This is an optimization exercise on Yosys and OpenROAD, whose aim is small area, not a production implementation.
The RTL of this run was laid out without a check of its function.
Power is estimated from default activity; no workload was simulated.

**flow/design.v**
```verilog
`timescale 1ns / 1ps
`default_nettype none
module mem_iso_top
(
    input wire [4:0]                        axi_s_awid,
    input wire [32:0]                       axi_s_awaddr,
    input wire [7:0]                        axi_s_awlen,
    input wire [2:0]                        axi_s_awsize,
    input wire [1:0]                        axi_s_awburst,
    input wire                              axi_s_awvalid,
    output wire                             axi_s_awready,
    input wire [127:0]                      axi_s_wdata,
    input wire [15:0]                       axi_s_wstrb,
    input wire                              axi_s_wlast,
    input wire                              axi_s_wvalid,
    output wire                             axi_s_wready,
    output wire [4:0]                       axi_s_bid,
    output wire [1:0]                       axi_s_bresp,
    output wire                             axi_s_bvalid,
    input wire                              axi_s_bready,
    input wire [4:0]                        axi_s_arid,
    input wire [32:0]                       axi_s_araddr,
    input wire [7:0]                        axi_s_arlen,
    input wire [2:0]                        axi_s_arsize,
    input wire [1:0]                        axi_s_arburst,
    input wire                              axi_s_arvalid,
    output wire                             axi_s_arready,
    output wire [4:0]                       axi_s_rid,
    output wire [127:0]                     axi_s_rdata,
    output wire [1:0]                       axi_s_rresp,
    output wire                             axi_s_rlast,
    output wire                             axi_s_rvalid,
    input wire                              axi_s_rready,
    output wire [4:0]                       axi_m_awid,
    output wire [32:0]                      axi_m_awaddr,
    output wire [7:0]                       axi_m_awlen,
    output wire [2:0]                       axi_m_awsize,
    output wire [1:0]                       axi_m_awburst,
    output wire                             axi_m_awuser,
    output wire                             axi_m_awvalid,
    input wire                              axi_m_awready,
    output wire [127:0]                     axi_m_wdata,
    output wire [15:0]                      axi_m_wstrb,
    output wire                             axi_m_wlast,
    output wire                             axi_m_wvalid,
    input wire                              axi_m_wready,
    input wire [4:0]                        axi_m_bid,
    input wire [1:0]                        axi_m_bresp,
    input wire                              axi_m_bvalid,
    output wire                             axi_m_bready,
    output wire [4:0]                       axi_m_arid,
    output wire [32:0]                      axi_m_araddr,
    output wire [7:0]                       axi_m_arlen,
    output wire [2:0]                       axi_m_arsize,
    output wire [1:0]                       axi_m_arburst,
    output wire                             axi_m_aruser,
    output wire                             axi_m_arvalid,
    input wire                              axi_m_arready,
    input wire [4:0]                        axi_m_rid,
    input wire [127:0]                      axi_m_rdata,
    input wire [1:0]                        axi_m_rresp,
    input wire                              axi_m_rlast,
    input wire                              axi_m_rvalid,
    output wire                             axi_m_rready,
    input wire  [31:0]                      ctrl_awaddr,
    input wire                              ctrl_awvalid,
    output wire                             ctrl_awready,
    input wire  [31:0]                      ctrl_wdata,
    input wire                              ctrl_wvalid,
    output wire                             ctrl_wready,
    output wire [1:0]                       ctrl_bresp,
    output wire                             ctrl_bvalid,
    input wire                              ctrl_bready,
    input wire  [31:0]                      ctrl_araddr,
    input wire                              ctrl_arvalid,
    output wire                             ctrl_arready,
    output wire [31:0]                      ctrl_rdata,
    output wire [1:0]                       ctrl_rresp,
    output wire                             ctrl_rvalid,
    input wire                              ctrl_rready,
    input wire  aclk,
    input wire  aresetn
);
    wire rst = ~aresetn;
    reg         decouple;
    reg         tclear;
    reg [15:0]  aw_init;
    reg [8:0]   aw_upd;
    reg [15:0]  ar_init;
    reg [8:0]   ar_upd;
    reg [4:0]   wtime;
    reg [4:0]   btime;
    reg [4:0]   rtime;
    reg         werr, berr, rerr;
    wire        irq = wtime[4] | btime[4] | rtime[4] | werr | berr | rerr;
    reg         vaw_valid;
    reg [4:0]   vaw_id;
    reg [32:0]  vaw_addr;
    reg [7:0]   vaw_len;
    reg [2:0]   vaw_size;
    reg [1:0]   vaw_burst;
    reg         vw_valid;
    reg [127:0] vw_data;
    reg [15:0]  vw_strb;
    reg         vw_last;
    reg         var_valid;
    reg [4:0]   var_id;
    reg [32:0]  var_addr;
    reg [7:0]   var_len;
    reg [2:0]   var_size;
    reg [1:0]   var_burst;
    reg         saw_v, saw_f, saw_fn;
    reg [50:0]  saw_d0, saw_d1;
    reg         sw_v, sw_f, sw_fn;
    reg         vw_ld, vw_ldn, sw_ld, sw_ldn;
    reg [144:0] sw_d0, sw_d1;
    reg         sb_v, sb_f;
    reg [6:0]   sb_d0, sb_d1;
    reg         sar_v, sar_f, sar_fn;
    reg [50:0]  sar_d0, sar_d1;
    reg         sr_v, sr_f, sr_fn;
    reg [135:0] sr_d0, sr_d1;
    wire        sr_out_last;
    reg [3:0]   outst_trans;
    reg [23:0]  aw_tok;
    reg [23:0]  ar_tok;
    reg [3:0]   fifo_wp, fifo_rp;
    wire        fifo_empty = (fifo_wp == fifo_rp);
    wire        fifo_full = (fifo_wp[2:0] == fifo_rp[2:0]) && (fifo_wp[3] != fifo_rp[3]);
    wire [8:0]  aw_lenp1 = {1'b0, vaw_len} + 9'd1;
    wire        aw_throttled = {aw_lenp1, 4'hF} > aw_tok[23:8];
    wire        aw_dec = outst_trans[3] | aw_throttled;
    wire        w_dec = (outst_trans == 4'd0);
    wire [8:0]  ar_lenp1 = {1'b0, var_len} + 9'd1;
    wire        ar_throttled = ar_lenp1 > ar_tok[23:12];
    wire sh_awvalid = vaw_valid & ~aw_dec;
    wire sh_awready = saw_f ? 1'b0 : ~aw_dec;
    wire sh_wvalid  = vw_valid & ~w_dec;
    wire sh_wready  = ~sw_f & ~w_dec;
    wire sh_arvalid = var_valid & ~ar_throttled;
    wire sh_arready = ~sar_f & ~ar_throttled;
    reg         sticky_aw, sticky_ar;
    reg [3:0]   outst_wresp, outst_rresp;
    wire dany = decouple | irq;
    wire vaw_rdy = sh_awready | ~vaw_valid;
    wire v_awready = vaw_rdy & ~fifo_full;
    wire vw_rdy = sh_wready | ~vw_valid;
    wire vw_valid_nx;
    wire sw_f_nx;
    wire v_wready = vw_rdy & ~fifo_empty;
    wire var_rdy = sh_arready | ~var_valid;
    wire safe_aw = (dany & ~sticky_aw) | outst_wresp[3];
    wire d_awvalid = ~safe_aw & (axi_s_awvalid | sticky_aw);
    assign axi_s_awready = ~safe_aw & v_awready;
    wire aw_push = d_awvalid & v_awready;
    wire safe_w = dany & fifo_empty;
    wire d_wvalid = ~safe_w & (irq | axi_s_wvalid);
    assign axi_s_wready = ~safe_w & v_wready;
    wire [15:0] d_wstrb = irq ? 16'd0 : axi_s_wstrb;
    wire no_wresp = (outst_wresp == 4'd0);
    wire safe_b = dany & no_wresp;
    assign axi_s_bvalid = ~safe_b & sb_v;
    wire d_bready = ~safe_b & (irq | axi_s_bready);
    wire b_fire = sb_v & d_bready;
    wire safe_ar = (dany & ~sticky_ar) | outst_rresp[3];
    wire d_arvalid = ~safe_ar & (axi_s_arvalid | sticky_ar);
    assign axi_s_arready = ~safe_ar & var_rdy;
    wire no_rresp = (outst_rresp == 4'd0);
    wire safe_r = dany & no_rresp;
    assign axi_s_rvalid = ~safe_r & sr_v;
    wire d_rready = ~safe_r & (irq | axi_s_rready);
    wire r_fire = sr_v & d_rready;
    always @(posedge aclk) begin
        if (rst) sticky_aw <= 1'b0;
        else if (axi_s_awvalid & ~v_awready & ~dany) sticky_aw <= 1'b1;
        else if (v_awready) sticky_aw <= 1'b0;
    end
    always @(posedge aclk) begin
        if (rst) sticky_ar <= 1'b0;
        else if (axi_s_arvalid & ~var_rdy & ~dany) sticky_ar <= 1'b1;
        else if (var_rdy) sticky_ar <= 1'b0;
    end
    wire b_acc = axi_s_bvalid & d_bready;
    always @(posedge aclk) begin
        if (rst) outst_wresp <= 4'd0;
        else if (aw_push & ~b_acc) outst_wresp <= outst_wresp + 4'd1;
        else if (~aw_push & b_acc) outst_wresp <= outst_wresp - 4'd1;
    end
    wire ar_acc = d_arvalid & var_rdy;
    wire rl_acc = axi_s_rvalid & d_rready & sr_out_last;
    always @(posedge aclk) begin
        if (rst) outst_rresp <= 4'd0;
        else if (ar_acc & ~rl_acc) outst_rresp <= outst_rresp + 4'd1;
        else if (~ar_acc & rl_acc) outst_rresp <= outst_rresp - 4'd1;
    end
    wire decouple_done = fifo_empty & no_wresp & no_rresp & ~sticky_aw & ~sticky_ar & decouple;
    wire [4:0] decouple_status = {safe_r, dany & ~sticky_ar, safe_b & safe_aw, safe_w & safe_aw, dany & ~sticky_aw};
    wire [2:0] aw_esize = (axi_s_awsize > 3'd4) ? 3'd4 : axi_s_awsize;
    wire aw_len_ok = (axi_s_awlen == 8'd15) || (axi_s_awlen == 8'd7) || (axi_s_awlen == 8'd3) || (axi_s_awlen == 8'd1);
    wire [1:0] aw_eburst = (axi_s_awburst == 2'b10 && !aw_len_ok) ? 2'b01 : axi_s_awburst;
    wire [3:0] aw_amask = 4'hF << aw_esize;
    wire [32:0] aw_eaddr = (aw_eburst == 2'b10) ? {axi_s_awaddr[32:4], axi_s_awaddr[3:0] & aw_amask} : axi_s_awaddr;
    always @(posedge aclk) begin
        if (vaw_rdy) begin
            vaw_id <= axi_s_awid;
            vaw_addr <= aw_eaddr;
            vaw_len <= axi_s_awlen;
            vaw_size <= aw_esize;
            vaw_burst <= aw_eburst;
        end
    end
    always @(posedge aclk) begin
        if (rst) vaw_valid <= 1'b0;
        else if (aw_push) vaw_valid <= 1'b1;
        else if (sh_awready) vaw_valid <= 1'b0;
    end
    reg [63:0] fifo_mem;
    reg [7:0]  fifo_head;
    always @(*) begin
        case (fifo_rp[2:0])
            3'd0: fifo_head = fifo_mem[7:0];
            3'd1: fifo_head = fifo_mem[15:8];
            3'd2: fifo_head = fifo_mem[23:16];
            3'd3: fifo_head = fifo_mem[31:24];
            3'd4: fifo_head = fifo_mem[39:32];
            3'd5: fifo_head = fifo_mem[47:40];
            3'd6: fifo_head = fifo_mem[55:48];
            default: fifo_head = fifo_mem[63:56];
        endcase
    end
    always @(posedge aclk) begin
        if (aw_push & (fifo_wp[2:0] == 3'd0)) fifo_mem[7:0] <= axi_s_awlen;
        if (aw_push & (fifo_wp[2:0] == 3'd1)) fifo_mem[15:8] <= axi_s_awlen;
        if (aw_push & (fifo_wp[2:0] == 3'd2)) fifo_mem[23:16] <= axi_s_awlen;
        if (aw_push & (fifo_wp[2:0] == 3'd3)) fifo_mem[31:24] <= axi_s_awlen;
        if (aw_push & (fifo_wp[2:0] == 3'd4)) fifo_mem[39:32] <= axi_s_awlen;
        if (aw_push & (fifo_wp[2:0] == 3'd5)) fifo_mem[47:40] <= axi_s_awlen;
        if (aw_push & (fifo_wp[2:0] == 3'd6)) fifo_mem[55:48] <= axi_s_awlen;
        if (aw_push & (fifo_wp[2:0] == 3'd7)) fifo_mem[63:56] <= axi_s_awlen;
    end
    reg [7:0] wcnt;
    wire w_acc = d_wvalid & v_wready;
    wire w_islast = (wcnt == fifo_head);
    wire fifo_pop = w_acc & w_islast;
    always @(posedge aclk) begin
        if (rst) begin
            fifo_wp <= 4'd0;
            fifo_rp <= 4'd0;
        end else begin
            if (aw_push) fifo_wp <= fifo_wp + 4'd1;
            if (fifo_pop) fifo_rp <= fifo_rp + 4'd1;
        end
    end
    always @(posedge aclk) begin
        if (rst) wcnt <= 8'd0;
        else if (w_acc) wcnt <= w_islast ? 8'd0 : wcnt + 8'd1;
    end
    always @(posedge aclk) begin
        vw_data <= (axi_s_wdata & {128{vw_ld}}) | (vw_data & {128{vw_ldn}});
        vw_strb <= (d_wstrb & {16{vw_ld}}) | (vw_strb & {16{vw_ldn}});
        vw_last <= (w_islast & vw_ld) | (vw_last & vw_ldn);
    end
    always @(posedge aclk) begin
        vw_valid <= vw_valid_nx;
    end
    wire [2:0] ar_esize = (axi_s_arsize > 3'd4) ? 3'd4 : axi_s_arsize;
    wire ar_len_ok = (axi_s_arlen == 8'd15) || (axi_s_arlen == 8'd7) || (axi_s_arlen == 8'd3) || (axi_s_arlen == 8'd1);
    wire [1:0] ar_eburst = (axi_s_arburst == 2'b10 && !ar_len_ok) ? 2'b01 : axi_s_arburst;
    wire [3:0] ar_amask = 4'hF << ar_esize;
    wire [32:0] ar_eaddr = (ar_eburst == 2'b10) ? {axi_s_araddr[32:4], axi_s_araddr[3:0] & ar_amask} : axi_s_araddr;
    always @(posedge aclk) begin
        if (var_rdy) begin
            var_id <= axi_s_arid;
            var_addr <= ar_eaddr;
            var_len <= axi_s_arlen;
            var_size <= ar_esize;
            var_burst <= ar_eburst;
        end
    end
    always @(posedge aclk) begin
        if (rst) var_valid <= 1'b0;
        else if (d_arvalid & var_rdy) var_valid <= 1'b1;
        else if (sh_arready) var_valid <= 1'b0;
    end
    always @(posedge aclk) begin
        if (rst | w_acc | tclear) wtime <= 5'd1;
        else if (v_wready & ~d_wvalid) wtime <= wtime + 5'd1;
    end
    always @(posedge aclk) begin
        if (rst | b_fire | tclear) btime <= 5'd1;
        else if (sb_v & ~d_bready) btime <= btime + 5'd1;
    end
    always @(posedge aclk) begin
        if (rst | r_fire | tclear) rtime <= 5'd1;
        else if (sr_v & ~d_rready) rtime <= rtime + 5'd1;
    end
    always @(posedge aclk) begin
        if (rst | tclear) begin
            werr <= 1'b0;
            berr <= 1'b0;
            rerr <= 1'b0;
        end else begin
            if (wtime[4]) werr <= 1'b1;
            if (btime[4]) berr <= 1'b1;
            if (rtime[4]) rerr <= 1'b1;
        end
    end
    wire aw_acc = vaw_valid & ~saw_f & ~aw_dec;
    wire wl_acc = vw_valid & ~sw_f & vw_last & ~w_dec;
    wire [3:0] outst_trans_nx = rst ? 4'd0 :
                                (aw_acc & ~wl_acc) ? outst_trans + 4'd1 :
                                (~aw_acc & wl_acc) ? outst_trans - 4'd1 : outst_trans;
    always @(posedge aclk) begin
        outst_trans <= outst_trans_nx;
    end
    reg [3:0] w_add_back, b_add_back, r_add_back;
    always @(posedge aclk) begin
        if (rst | vw_valid) w_add_back <= 4'd15;
        else if (~sw_f & ~w_dec & (w_add_back != 4'd0)) w_add_back <= w_add_back - 4'd1;
    end
    always @(posedge aclk) begin
        if (rst | d_bready) b_add_back <= 4'd15;
        else if (sb_v & (b_add_back != 4'd0)) b_add_back <= b_add_back - 4'd1;
    end
    always @(posedge aclk) begin
        if (rst | d_rready) r_add_back <= 4'd15;
        else if (sr_v & (r_add_back != 4'd0)) r_add_back <= r_add_back - 4'd1;
    end
    wire w_fire = vw_valid & ~sw_f & ~w_dec;
    reg [12:0] aw_sum;
    reg [12:0] ar_sum;
    always @(posedge aclk) begin
        if (rst) begin
            aw_sum <= 13'd0;
            ar_sum <= 13'd0;
        end else begin
            aw_sum <= {({1'b0, w_fire ? w_add_back : 4'd0} + {1'b0, b_fire ? b_add_back : 4'd0} + {4'd0, aw_upd[8]}), aw_upd[7:0]};
            ar_sum <= {({1'b0, r_fire ? r_add_back : 4'd0} + {4'd0, ar_upd[8]}), ar_upd[7:0]};
        end
    end
    wire [8:0]  aw_lo = {1'b0, aw_tok[7:0]} + {1'b0, aw_sum[7:0]};
    wire [16:0] aw_k1 = {12'd0, aw_sum[12:8]} - {4'b0, aw_lenp1, 4'hF};
    wire [16:0] aw_hi0 = {1'b0, aw_tok[23:8]} + {12'd0, aw_sum[12:8]} + {16'd0, aw_lo[8]};
    wire [16:0] aw_hi1 = {1'b0, aw_tok[23:8]} + aw_k1 + {16'd0, aw_lo[8]};
    wire [16:0] aw_hi = aw_acc ? aw_hi1 : aw_hi0;
    wire [24:0] aw_next = {aw_hi, aw_lo[7:0]};
    wire aw_gt_init = {aw_tok[23:8], |aw_tok[7:0]} > {aw_init, 1'b0};
    always @(posedge aclk) begin
        if (rst) aw_tok <= 24'd0;
        else if (~saw_f & aw_gt_init & ~vaw_valid & w_dec) aw_tok <= {aw_init, 8'd0};
        else if (aw_next[24]) aw_tok <= 24'hFFFFFF;
        else aw_tok <= aw_next[23:0];
    end
    wire ar_acc_s = var_valid & ~sar_f & ~ar_throttled;
    wire [12:0] ar_lo = {1'b0, ar_tok[11:0]} + {1'b0, ar_sum[11:0]};
    wire [12:0] ar_k1 = {12'd0, ar_sum[12]} - {4'b0, ar_lenp1};
    wire [12:0] ar_hi0 = {1'b0, ar_tok[23:12]} + {12'd0, ar_sum[12]} + {12'd0, ar_lo[12]};
    wire [12:0] ar_hi1 = {1'b0, ar_tok[23:12]} + ar_k1 + {12'd0, ar_lo[12]};
    wire [12:0] ar_hi = ar_acc_s ? ar_hi1 : ar_hi0;
    wire [24:0] ar_next = {ar_hi, ar_lo[11:0]};
    wire ar_gt_init = {ar_tok[23:8], |ar_tok[7:0]} > {ar_init, 1'b0};
    always @(posedge aclk) begin
        if (rst) ar_tok <= 24'd0;
        else if (~sar_f & ar_gt_init & ~var_valid) ar_tok <= {ar_init, 8'd0};
        else if (ar_next[24]) ar_tok <= 24'hFFFFFF;
        else ar_tok <= ar_next[23:0];
    end
    always @(posedge aclk) begin
        if (rst) begin
            saw_v <= 1'b0;
            saw_f <= 1'b0;
            saw_fn <= 1'b1;
        end else begin
            saw_v <= (sh_awvalid & ~saw_f) | saw_f | (saw_v & ~axi_m_awready);
            saw_f <= ~axi_m_awready & (saw_f | (saw_v & sh_awvalid));
            saw_fn <= ~(~axi_m_awready & (saw_f | (saw_v & sh_awvalid)));
        end
    end
    always @(posedge aclk) begin
        if (sh_awvalid & saw_fn) saw_d0 <= {vaw_id, vaw_addr, vaw_len, vaw_size, vaw_burst};
        saw_d1 <= {axi_m_awid, axi_m_awaddr, axi_m_awlen, axi_m_awsize, axi_m_awburst};
    end
    assign {axi_m_awid, axi_m_awaddr, axi_m_awlen, axi_m_awsize, axi_m_awburst} = (saw_d1 & {51{saw_f}}) | (saw_d0 & {51{saw_fn}});
    assign axi_m_awvalid = saw_v;
    reg [7:0] awx_win;
    reg       awx_hi;
    always @(*) begin
        case (axi_m_awsize)
            3'd0: begin awx_win = axi_m_awaddr[7:0];  awx_hi = &axi_m_awaddr[11:8]; end
            3'd1: begin awx_win = axi_m_awaddr[8:1];  awx_hi = &axi_m_awaddr[11:9]; end
            3'd2: begin awx_win = axi_m_awaddr[9:2];  awx_hi = &axi_m_awaddr[11:10]; end
            3'd3: begin awx_win = axi_m_awaddr[10:3]; awx_hi = axi_m_awaddr[11]; end
            default: begin awx_win = axi_m_awaddr[11:4]; awx_hi = 1'b1; end
        endcase
    end
    wire [8:0] awx_sum = {1'b0, axi_m_awlen} + {1'b0, awx_win};
    assign axi_m_awuser = (axi_m_awburst == 2'b01) && awx_hi && awx_sum[8];
    assign vw_valid_nx = ~rst & (w_acc | (vw_valid & ~sh_wready));
    assign sw_f_nx = ~rst & ~axi_m_wready & (sw_f | (sw_v & sh_wvalid));
    wire w_dec_nx = (outst_trans_nx == 4'd0);
    wire vw_ld_nx = (~sw_f_nx & ~w_dec_nx) | ~vw_valid_nx;
    wire sw_ld_nx = vw_valid_nx & ~w_dec_nx & ~sw_f_nx;
    always @(posedge aclk) begin
        vw_ld <= vw_ld_nx;
        vw_ldn <= ~vw_ld_nx;
        sw_ld <= sw_ld_nx;
        sw_ldn <= ~sw_ld_nx;
    end
    always @(posedge aclk) begin
        if (rst) begin
            sw_v <= 1'b0;
            sw_f <= 1'b0;
            sw_fn <= 1'b1;
        end else begin
            sw_v <= (sh_wvalid & ~sw_f) | sw_f | (sw_v & ~axi_m_wready);
            sw_f <= sw_f_nx;
            sw_fn <= ~sw_f_nx;
        end
    end
    always @(posedge aclk) begin
        sw_d0 <= ({vw_data, vw_strb, vw_last} & {145{sw_ld}}) | (sw_d0 & {145{sw_ldn}});
        sw_d1 <= {axi_m_wdata, axi_m_wstrb, axi_m_wlast};
    end
    assign {axi_m_wdata, axi_m_wstrb, axi_m_wlast} = (sw_d1 & {145{sw_f}}) | (sw_d0 & {145{sw_fn}});
    assign axi_m_wvalid = sw_v;
    always @(posedge aclk) begin
        if (rst) begin
            sb_v <= 1'b0;
            sb_f <= 1'b0;
        end else begin
            sb_v <= (axi_m_bvalid & ~sb_f) | sb_f | (sb_v & ~d_bready);
            sb_f <= ~d_bready & (sb_f | (sb_v & axi_m_bvalid));
        end
    end
    always @(posedge aclk) begin
        if (axi_m_bvalid & ~sb_f) sb_d0 <= {axi_m_bid, axi_m_bresp};
        if (~sb_f) sb_d1 <= sb_d0;
    end
    assign axi_m_bready = ~sb_f;
    assign {axi_s_bid, axi_s_bresp} = sb_f ? sb_d1 : sb_d0;
    always @(posedge aclk) begin
        if (rst) begin
            sar_v <= 1'b0;
            sar_f <= 1'b0;
            sar_fn <= 1'b1;
        end else begin
            sar_v <= (sh_arvalid & ~sar_f) | sar_f | (sar_v & ~axi_m_arready);
            sar_f <= ~axi_m_arready & (sar_f | (sar_v & sh_arvalid));
            sar_fn <= ~(~axi_m_arready & (sar_f | (sar_v & sh_arvalid)));
        end
    end
    always @(posedge aclk) begin
        if (sh_arvalid & sar_fn) sar_d0 <= {var_id, var_addr, var_len, var_size, var_burst};
        sar_d1 <= {axi_m_arid, axi_m_araddr, axi_m_arlen, axi_m_arsize, axi_m_arburst};
    end
    assign {axi_m_arid, axi_m_araddr, axi_m_arlen, axi_m_arsize, axi_m_arburst} = (sar_d1 & {51{sar_f}}) | (sar_d0 & {51{sar_fn}});
    assign axi_m_arvalid = sar_v;
    reg [7:0] arx_win;
    reg       arx_hi;
    always @(*) begin
        case (axi_m_arsize)
            3'd0: begin arx_win = axi_m_araddr[7:0];  arx_hi = &axi_m_araddr[11:8]; end
            3'd1: begin arx_win = axi_m_araddr[8:1];  arx_hi = &axi_m_araddr[11:9]; end
            3'd2: begin arx_win = axi_m_araddr[9:2];  arx_hi = &axi_m_araddr[11:10]; end
            3'd3: begin arx_win = axi_m_araddr[10:3]; arx_hi = axi_m_araddr[11]; end
            default: begin arx_win = axi_m_araddr[11:4]; arx_hi = 1'b1; end
        endcase
    end
    wire [8:0] arx_sum = {1'b0, axi_m_arlen} + {1'b0, arx_win};
    assign axi_m_aruser = (axi_m_arburst == 2'b01) && arx_hi && arx_sum[8];
    always @(posedge aclk) begin
        if (rst) begin
            sr_v <= 1'b0;
            sr_f <= 1'b0;
            sr_fn <= 1'b1;
        end else begin
            sr_v <= (axi_m_rvalid & ~sr_f) | sr_f | (sr_v & ~d_rready);
            sr_f <= ~d_rready & (sr_f | (sr_v & axi_m_rvalid));
            sr_fn <= ~(~d_rready & (sr_f | (sr_v & axi_m_rvalid)));
        end
    end
    always @(posedge aclk) begin
        if (axi_m_rvalid & sr_fn) sr_d0 <= {axi_m_rid, axi_m_rdata, axi_m_rresp, axi_m_rlast};
        sr_d1 <= {axi_s_rid, axi_s_rdata, axi_s_rresp, sr_out_last};
    end
    assign axi_m_rready = ~sr_f;
    assign {axi_s_rid, axi_s_rdata, axi_s_rresp, sr_out_last} = (sr_d1 & {136{sr_f}}) | (sr_d0 & {136{sr_fn}});
    assign axi_s_rlast = sr_out_last;
    reg         c_wrdy;      
    reg [2:0]   c_widx;      
    reg         c_bvalid;
    reg         c_arrdy;
    reg [2:0]   c_ridx;      
    reg         c_rvalid;
    reg [15:0]  c_rdata;
    wire c_wstart = ~c_wrdy & ctrl_awvalid & ctrl_wvalid;
    wire c_wren = c_wrdy & ctrl_awvalid & ctrl_wvalid;
    wire c_rstart = ~c_arrdy & ctrl_arvalid;
    wire c_rden = c_arrdy & ctrl_arvalid & ~c_rvalid;
    always @(posedge aclk) begin
        if (rst) c_wrdy <= 1'b0;
        else c_wrdy <= c_wstart;
    end
    always @(posedge aclk) begin
        if (c_wstart) c_widx <= (ctrl_awaddr[11:5] == 7'd0) ? ctrl_awaddr[4:2] : 3'd7;
    end
    always @(posedge aclk) begin
        if (rst) c_bvalid <= 1'b0;
        else if (c_wren & ~c_bvalid) c_bvalid <= 1'b1;
        else if (ctrl_bready) c_bvalid <= 1'b0;
    end
    always @(posedge aclk) begin
        if (rst) c_arrdy <= 1'b0;
        else c_arrdy <= c_rstart;
    end
    always @(posedge aclk) begin
        if (c_rstart) c_ridx <= (ctrl_araddr[11:5] == 7'd0) ? ctrl_araddr[4:2] : 3'd7;
    end
    always @(posedge aclk) begin
        if (rst) c_rvalid <= 1'b0;
        else if (c_rden) c_rvalid <= 1'b1;
        else if (ctrl_rready) c_rvalid <= 1'b0;
    end
    reg [15:0] c_rsel;
    always @(*) begin
        case (c_ridx)
            3'd0: c_rsel = {9'd0, decouple_status, decouple_done, decouple};
            3'd1: c_rsel = {11'd0, rerr, berr, werr, irq, tclear};
            3'd2: c_rsel = aw_init;
            3'd3: c_rsel = {7'd0, aw_upd};
            3'd4: c_rsel = ar_init;
            3'd5: c_rsel = {7'd0, ar_upd};
            default: c_rsel = 16'd0;
        endcase
    end
    always @(posedge aclk) begin
        if (c_rden) c_rdata <= c_rsel;
    end
    always @(posedge aclk) begin
        tclear <= ~rst & c_wren & (c_widx == 3'd1) & ctrl_wdata[0];
    end
    always @(posedge aclk) begin
        if (rst) begin
            decouple <= 1'b0;
            aw_init <= 16'd0;
            aw_upd <= 9'd0;
            ar_init <= 16'd0;
            ar_upd <= 9'd0;
        end else if (c_wren) begin
            if (c_widx == 3'd0) decouple <= ctrl_wdata[0];
            if (c_widx == 3'd2) aw_init <= ctrl_wdata[15:0];
            if (c_widx == 3'd3) aw_upd <= ctrl_wdata[8:0];
            if (c_widx == 3'd4) ar_init <= ctrl_wdata[15:0];
            if (c_widx == 3'd5) ar_upd <= ctrl_wdata[8:0];
        end
    end
    assign ctrl_awready = c_wrdy;
    assign ctrl_wready = c_wrdy;
    assign ctrl_bresp = 2'b00;
    assign ctrl_bvalid = c_bvalid;
    assign ctrl_arready = c_arrdy;
    assign ctrl_rdata = {16'd0, c_rdata};
    assign ctrl_rresp = 2'b00;
    assign ctrl_rvalid = c_rvalid;
endmodule
`default_nettype wire
```
**flow/flow/area.abc**
```
strash
ifraig
scorr
dc2
strash
dch -f
amap
topo
```
**flow/constraint.sdc**
```tcl
create_clock -name core_clock -period 5.5 [get_ports {aclk}]
set_input_delay 1.1000 -clock core_clock [delete_from_list [all_inputs] [get_ports {aclk}]]
set_output_delay 1.1000 -clock core_clock [all_outputs]
set_load 0.01 [all_outputs]
```
**flow/config.mk**
```make
export PLATFORM = sky130hd
export DESIGN_NAME = mem_iso_top
export DESIGN_NICKNAME = mem_iso_top
export VERILOG_FILES = /design/flow/design.v
export SDC_FILE = /design/flow/constraint.sdc
export NUM_CORES = 4
export LEC_CHECK = 0
export CAP_MARGIN = 20
export CORE_MARGIN = 2
export CORE_UTILIZATION = 60
export SLEW_MARGIN = 20
```
**flow/flow/run.sh**
```bash
#!/bin/bash
# The standard layout (standard.sh) with these changes:
#  - synthesis: area-oriented ABC script (flow/area.abc, via flow/synth.tcl) and no hard
#    half/full-adder cells (ADDER_MAP_FILE empty), so ABC maps the adders too
#  - every port still gets a buffer, but a sky130_fd_sc_hd__buf_1
#  - CTS: clkbuf_16 leaf buffers driving clusters of up to 25 sinks within 120 um,
#    without dummy loads
# make's full output goes to standard.log; ORFS keeps each step's log under orfs/logs.
set -euo pipefail
W=$PWD
export AREA_ABC_SCRIPT=$W/flow/area.abc
export ADDER_MAP_FILE=
export BUFFER_PORTS_ARGS="-buffer_cell sky130_fd_sc_hd__buf_1"
export CTS_ARGS="-sink_clustering_enable -repair_clock_nets -dont_use_dummy_load -buf_list sky130_fd_sc_hd__clkbuf_16 -sink_clustering_size 25 -sink_clustering_max_diameter 120"
sed "s#SYNTH_SCRIPT=[^ ']*#SYNTH_SCRIPT=$W/flow/synth.tcl#" standard.sh > standard_area.sh
grep -q "SYNTH_SCRIPT=$W/flow/synth.tcl" standard_area.sh
bash standard_area.sh > standard.log 2>&1
```
**flow/flow/synth.tcl**
```tcl
# The standard flow's synthesis script (synth_recipe.tcl) with one change: ABC maps the logic with
# the area-oriented script in $::env(AREA_ABC_SCRIPT) instead of ORFS's delay-driven one.
# Registers are mapped before ABC runs, so they are the standard synthesis's registers.
proc synth {args} { yosys synth -nofsm -noshare {*}$args }
proc abc {args} {
  set keep {}
  set skip 0
  foreach a $args {
    if {$skip} { set skip 0; continue }
    if {$a eq "-script" || $a eq "-D"} { set skip 1; continue }
    lappend keep $a
  }
  yosys abc -script $::env(AREA_ABC_SCRIPT) {*}$keep
}
source $::env(SCRIPTS_DIR)/synth.tcl
# left out here: clear keep_hierarchy, flatten, clean up, hide names made inside functions, write 1_2_yosys.v
```
**flow/standard.sh**
```bash
#!/bin/bash
# synth_recipe.tcl (not shown) runs the flow's synth.tcl, then flattens the netlist and writes it again
# the make line also repeats each setting of config.mk as NAME=value (left out here)
make -C /OpenROAD-flow-scripts/flow DESIGN_CONFIG=/design/flow/config.mk WORK_HOME=/design/flow/orfs CLKGATE_MAP_FILE= SYNTH_SCRIPT=/design/flow/synth_recipe.tcl "${@:-finish}"
```
==> impl_results.md <==
- Status: timing/DRC/antenna clean
- GRT Residual Overflow: 0
- Final-stage net count: 5,329
- Dpl cells: 5,691
- Worst Hold End: sar_d0[4]
- Util after Layout: 69.9%
- Worst-case reg-to-reg path depth: 43
- Layout filler cell count: 5,780
- Worst-Skew Late Latency: 670 ps
- Placed instance area: 50,600 um^2
- Fmax: 0.190 GHz
- Detailed-route DRC error count: 0
- Synth async-reset ratio: 0%
- Cells after synthesis: 3,783
- Cell Rows: 101
- CTS tree: done
- Crit path kind: reg2reg
- Vias in the first global route: 31,500
- Hold slack: 419 ps
- Input/output buffers: 864
- Most common cell after layout, fill and taps aside: dfxtp_1
- Crit path required time: 6060 ps
- RSZ-0062 raised after global routing: yes
- Final period util: 95.6%
- Flop2flop setup slack: 240 ps
- Final Hold Vio Count: 0
- Post-synth EDFFs: 433
- Initial Util: 60.3%
- Hold path start: var_size[2]
- Tot GR Track Use: 30.1%
- DP HPWL: 87,200 um
- Clk root buf: clkbuf_16
- Final Non-Filler Cells: 5,836
- Startpoint Class: flip-flop
- Netlist cell types: 51
- Cell area after synthesis: 45,500 um^2
- # clock sinks: 1,324
- Initial antenna violation count: 41
- Cell Pwr Density: 459 nW/um^2
- Clock-pin slew on the worst setup and hold paths: 100 ps
- P&R area growth vs syn: 16.0%
- Finished Cell Area: 52,800 um^2
- First drt pass iteration count: 5
- Synth Warn #: 1
- Critical Path Sink Type: flip-flop
- Worst Hold Path Cells: 0
- Setup WS pre-CTS: -398 ps
- Most frequent cells in the layout: dfxtp_1, buf_1, a22o_1
- # IOs: 946
- Number of synthesized register bits: 1,324
- ANT nets after route: 0
- Worst-path maximum fanout: 3
- # setup viols final: 0
- Worst r2r src: aw_tok[1]
- Clock Path Buffers: 3
- CTS hold repair buffers: 0
- Avg WL per Cell: 21.2 um
- Power consumption: 24.3 mW
- Post-layout min period: 5260 ps
- Core area: 75,600 um^2
- CTS buffer count: 58
- Total negative slack: 0 ps
- Pin count of the biggest net entering global routing: 105
- Seq/Total Area, Yosys: 67.7%
- Primary FF master, synth: dfxtp_1
- Slew of the pin with the lowest slew margin: 1120 ps
- Worst Setup SP: aw_tok[1]
- Routability cong.: 0.896
- Max-cap violations: 0
- Die width: 279 um
- Vias post-DR: 34,000
- Die height: 279 um
- Fin. max-slew vios: 0
- H-tree depth: 2
- Worst VDD drop: 0.324 mV
- Slew margin rel.: 25.3%
- Avg Vias per Cell: 5.83
- Final setup margin: 241 ps
- Syn Area/Cell: 12.0 um^2
- Pleak: 19.3 nW
- Slowest stage delay, CP: 380 ps
- WP data arrival: 5820 ps
- Min-Delay Path Class: reg2reg
- Cell repeated most along the worst path: buf_4
- Die area: 78,100 um^2
- Worst r2r dst: aw_tok[6]
- DRT iter0 DRCs: 2,794
- CP max-delay cell: dfxtp_4
- Share of cells above drive strength 1: 5.66%
- First-pass GRT wire length: 184,000 um
- Final wirelength: 123,000 um
- Setup Skew: 38.5 ps
synthesized netlist by cell type (25+ instances only):
cell type,count,area [um^2]
dfxtp_1,891,17800
a22o_1,614,5380
edfxtp_1,433,13000
nor2_1,357,1340
clkinv_1,314,1180
o21ai_0,218,1090
nand2_1,185,694
a21oi_1,157,786
nor3_1,80,400
a22oi_1,59,443
o22ai_1,59,369
o21a_1,43,323
a211oi_1,41,308
nor2b_1,33,206
nand3_1,29,145
nor4_1,25,156
final cells by class:
cell class              instances  area [um^2]  share of cell area, %
clock buffers                  58         1450                   2.75
repair buffers                987         4240                   8.02
inverters                     314         1180                   2.24
diodes                         34         85.1                  0.161
flip-flops and latches       1324        30900                   58.5
well taps                     978         1220                   2.32
multi-input cells            2141        13800                   26.0
timing repair:
action | 4_1_cts | 5_1_grt
endpoints found under the setup margin | 34 | 56
gates resized for setup | 15 | 91
setup buffers | 40 | 16
pin swaps | 9 | 26
power breakdown:
group | leakage [nW] | switching [mW] | internal, mW
logic | 6.97 | 3.63 | 2.51
clock network | 0.715 | 2.85 | 1.88
registers | 11.6 | 1.05 | 12.3
total | 19.3 | 7.53 | 16.7
flip-flops by register name (all words and copies together), names as in the netlist, 51 cells and up:
signal	cells
fifo_mem	64
sar_d0	51
sr_d1	136
saw_d0	51
vw_data	128
sw_d0	145
sw_d1	145
saw_d1	51
sar_d1	51
sr_d0	136
routing by layer:
metal	up-vias	share of wire (%)	track usage, %
met4	18	3.4	11.3
met5	-	0.088	0
met1	16400	41	39.5
met2	1074	48	48.6
met3	208	7.9	7.57
li1	16400	-	-
critical path: cells and delay by family (launching register included):
family                 cells  cell delay, ps
AOI/OAI and AO/OA          7             610
buffers and inverters     29            3510
DFF                        1             380
and+or+nand+nor            7             620
kinds of logic (layout without fill, tap and decap cells):
| logic type | Yosys count | count (layout) | share of synthesized area, % |
|---|---|---|---|
| compound gates | 1344 | 1344 | 21.9 |
| xor+xnor | 1 | 1 | 0.0192 |
| buf+inv | 337 | 1359 | 2.95 |
| flops | 1324 | 1324 | 67.7 |
| other cells | 1 | 54 | 0.00823 |
| simple gates | 776 | 776 | 7.42 |
worst max path at each step:
stage                endpoint  slack (ps)  cells past startpoint
2_1_floorplan  outst_rresp[3]          20                     30
3_3_place_gp       aw_tok[18]        -240                     37
3_5_place_dp       aw_tok[12]        -400                     37
4_1_cts            aw_tok[22]         0.9                     40
5_1_grt            aw_tok[22]        -110                     40
6_report            aw_tok[6]         240                     43

-- afterwards: timing with drivers on the ports --
The flow's constraints put no driver on any port. The routed layout listed below was extracted and timed again, unchanged, in two steps. Step 1 (the two cells are an assumption about what drives the block):
set clk [get_ports {aclk}]
set_driving_cell -lib_cell sky130_fd_sc_hd__clkbuf_16 $clk
set_driving_cell -lib_cell sky130_fd_sc_hd__buf_2 [delete_from_list [all_inputs] $clk]
Step 2 also shifts input and output timing later by t, the mid clock arrival at the registers, as if the neighbouring blocks saw the same clock. Three values: ideal, step 1, step 2; two values: the first two.
t (ns): 0.718
slack for setup (ns): 0.241 / 0.241 / 0.241
latest minus earliest clock arrival (ns): 0.045 / 0.045
After both steps setup and hold are still met in this run. The setup slack of this run moves by 0.000 ns with the drivers and by 0.000 ns with both steps.
